This is an optimization exercise on Yosys and OpenROAD, whose aim is small area, not a production implementation.
The RTL was checked by simulation tests, not by an equivalence proof against the original design.
No activity file was given, so power comes from the tool's default toggle rates.

// elink_trig_summer
module elink_trig_summer(clk,reset,data_in1,data_in2,data_in3,data_in4,data_out);
Settings: LEC_CHECK=0, CAP_MARGIN=20, CORE_MARGIN=2, CORE_UTILIZATION=60, SLEW_MARGIN=20; clock period 5.0 ns.
standard.sh (not shown) runs the stock make flow with config.mk's settings and CLKGATE_MAP_FILE= SYNTH_SCRIPT=/design/flow/synth_recipe.tcl, a recipe that flattens the netlist after the stock synthesis.
==> flow/flow/run.sh <==
#!/bin/bash
# Standard ORFS layout with smaller port buffers and a clock tree of small
# buffers without dummy loads. Each tool's output is logged under orfs/logs;
# the make output goes to flow_make.log in the work folder.
set -euo pipefail
bash standard.sh \
  "BUFFER_PORTS_ARGS=-buffer_cell sky130_fd_sc_hd__buf_1" \
  "CTS_ARGS=-sink_clustering_enable -repair_clock_nets -dont_use_dummy_load -buf_list sky130_fd_sc_hd__clkbuf_4 -sink_clustering_size 10 -sink_clustering_max_diameter 40" \
  finish > flow_make.log 2>&1
The baseline finished clean.
Rerun with:
==> flow/run.sh (new file) <==
#!/bin/bash
# synth_recipe.tcl (not shown) runs the flow's synth.tcl, then flattens the netlist and writes it again
# the make line also repeats each setting of config.mk as NAME=value (left out here)
make -C /OpenROAD-flow-scripts/flow DESIGN_CONFIG=/design/flow/config.mk WORK_HOME=/design/flow/orfs CLKGATE_MAP_FILE= SYNTH_SCRIPT=/design/flow/synth_recipe.tcl finish
CORE_UTILIZATION = 40   (was 60)
removed: flow/flow/run.sh
removed: flow/standard.sh
Worst setup slack is worse by 0.17 ns.
Design area came out higher by about a fifth.
Routed wire length climbs by a little under a tenth.
Cell count grows by about a fifth.
Via count grows slightly.
Rerun with:
CORE_UTILIZATION = 60   (was 40)
CTS_BUF_LIST = sky130_fd_sc_hd__clkbuf_8   (was not set)
CTS_CLUSTER_DIAMETER = 50   (was not set)
CTS_CLUSTER_SIZE = 15   (was not set)
Result: The new run finished with timing, DRC and antenna clean; core utilization rises by 22 points; sequential cell count does not change; global-route usage increases by 5.5 points; total power decreases by 17%; final area is lower by about 7.5%; clock-buffer cell count goes down by 9; clock power went down by 47%; synthesized cell count stays the same; fmax went up by about 0.5%; first-iteration DRC count rises by 63%.
Rerun with:
CTS_BUF_LIST = sky130_fd_sc_hd__clkbuf_4   (was sky130_fd_sc_hd__clkbuf_8)
CTS_CLUSTER_DIAMETER = 40   (was 50)
CTS_CLUSTER_SIZE = 10   (was 15)
GPL_TIMING_DRIVEN = 0   (was not set)
The changed run produced a clean layout.
Wire length went down by 0.70%.
Die area is unchanged.
Final area drops by about 0.7%.
Register-to-register slack loses 0.02 ns.
Total power drops by 0.37%.
Global-route usage drops by 0.39 points.
Sequential power barely changes.
Clock skew climbs by 0.021 ns.
Worst setup slack is worse by 0.13 ns.
Worst hold slack got worse by 0.028 ns.
Rerun with:
==> flow/flow/run.sh (new file) <==
#!/bin/bash
# Standard ORFS layout, except:
#  - synthesis skips Yosys's generic ABC pass before full-adder extraction
#    (flow/my_synth.tcl), so the adders map to clean fa/ha cells;
#  - ports get buf_1 buffers;
#  - the clock tree uses clkbuf_4 without dummy loads.
# Each tool's output is logged under orfs/logs; make's output goes to flow_make.log.
set -euo pipefail
W=$PWD
bash standard.sh \
  "SYNTH_SCRIPT=$W/flow/my_synth.tcl" \
  "BUFFER_PORTS_ARGS=-buffer_cell sky130_fd_sc_hd__buf_1" \
  "CTS_ARGS=-sink_clustering_enable -repair_clock_nets -dont_use_dummy_load -buf_list sky130_fd_sc_hd__clkbuf_4 -sink_clustering_size 10 -sink_clustering_max_diameter 40" \
  finish > flow_make.log 2>&1
==> flow/flow/my_synth.tcl (new file) <==
proc synth {args} {
  if {[lsearch -exact $args "fine:"] >= 0} {
    yosys synth -nofsm -noshare -noabc {*}$args
  } else {
    yosys synth -nofsm -noshare {*}$args
  }
}
source $::env(SCRIPTS_DIR)/synth.tcl
# left out here: clear keep_hierarchy, flatten, clean up, hide names made inside functions, write 1_2_yosys.v
==> flow/standard.sh (new file) <==
#!/bin/bash
# synth_recipe.tcl (not shown) runs the flow's synth.tcl, then flattens the netlist and writes it again
# the make line also repeats each setting of config.mk as NAME=value (left out here)
make -C /OpenROAD-flow-scripts/flow DESIGN_CONFIG=/design/flow/config.mk WORK_HOME=/design/flow/orfs CLKGATE_MAP_FILE= SYNTH_SCRIPT=/design/flow/synth_recipe.tcl "${@:-finish}"
CTS_BUF_LIST = not set   (was sky130_fd_sc_hd__clkbuf_4)
CTS_CLUSTER_DIAMETER = not set   (was 40)
CTS_CLUSTER_SIZE = not set   (was 10)
GPL_TIMING_DRIVEN = not set   (was 0)
removed: flow/run.sh
Outcome:
- fmax climbs by 5.3%
- worst setup slack gets better by 0.25 ns
- sequential power stays flat
- area after synthesis drops by 2.5%
- core utilization drops by 6.7 points
- total power drops by 6.5%

-- separate check: timing with driven ports --
In the flow no input, the clock included, has a driving cell. The finished layouts below were timed again as built, in two steps.
Step 1 assumes that a clkbuf_16 drives the clock port and a buf_2 every other input.
Step 2 also shifts input and output timing later by t, the mid clock arrival at the registers, as if the neighbouring blocks saw the same clock.
Slacks: no drivers / after step 1 / after step 2; pairs: no drivers / after step 1.
| run | t (ns) | setup WS [ns] | worst setup path after step 2 | clock arrival spread, ns |
|---|---|---|---|---|
| the first run | 0.592 | 0.355 / 0.359 / -0.233 | input to register | 0.042 / 0.042 |
| the second run | 0.522 | 0.185 / 0.204 / -0.317 | input to register | 0.012 / 0.011 |
| the third run | 0.504 | 0.210 / 0.220 / -0.284 | input to register | 0.016 / 0.016 |
| the fourth run | 0.592 | 0.078 / 0.086 / -0.506 | input to register | 0.038 / 0.038 |
| the fifth run | 0.588 | 0.326 / 0.337 / -0.251 | input to register | 0.078 / 0.078 |
With both steps, setup timing fails in every run listed, where it was met with ideal ports. The setup slack of the first run, which loses most, moves by +0.004 ns with the drivers and by -0.588 ns with both steps.
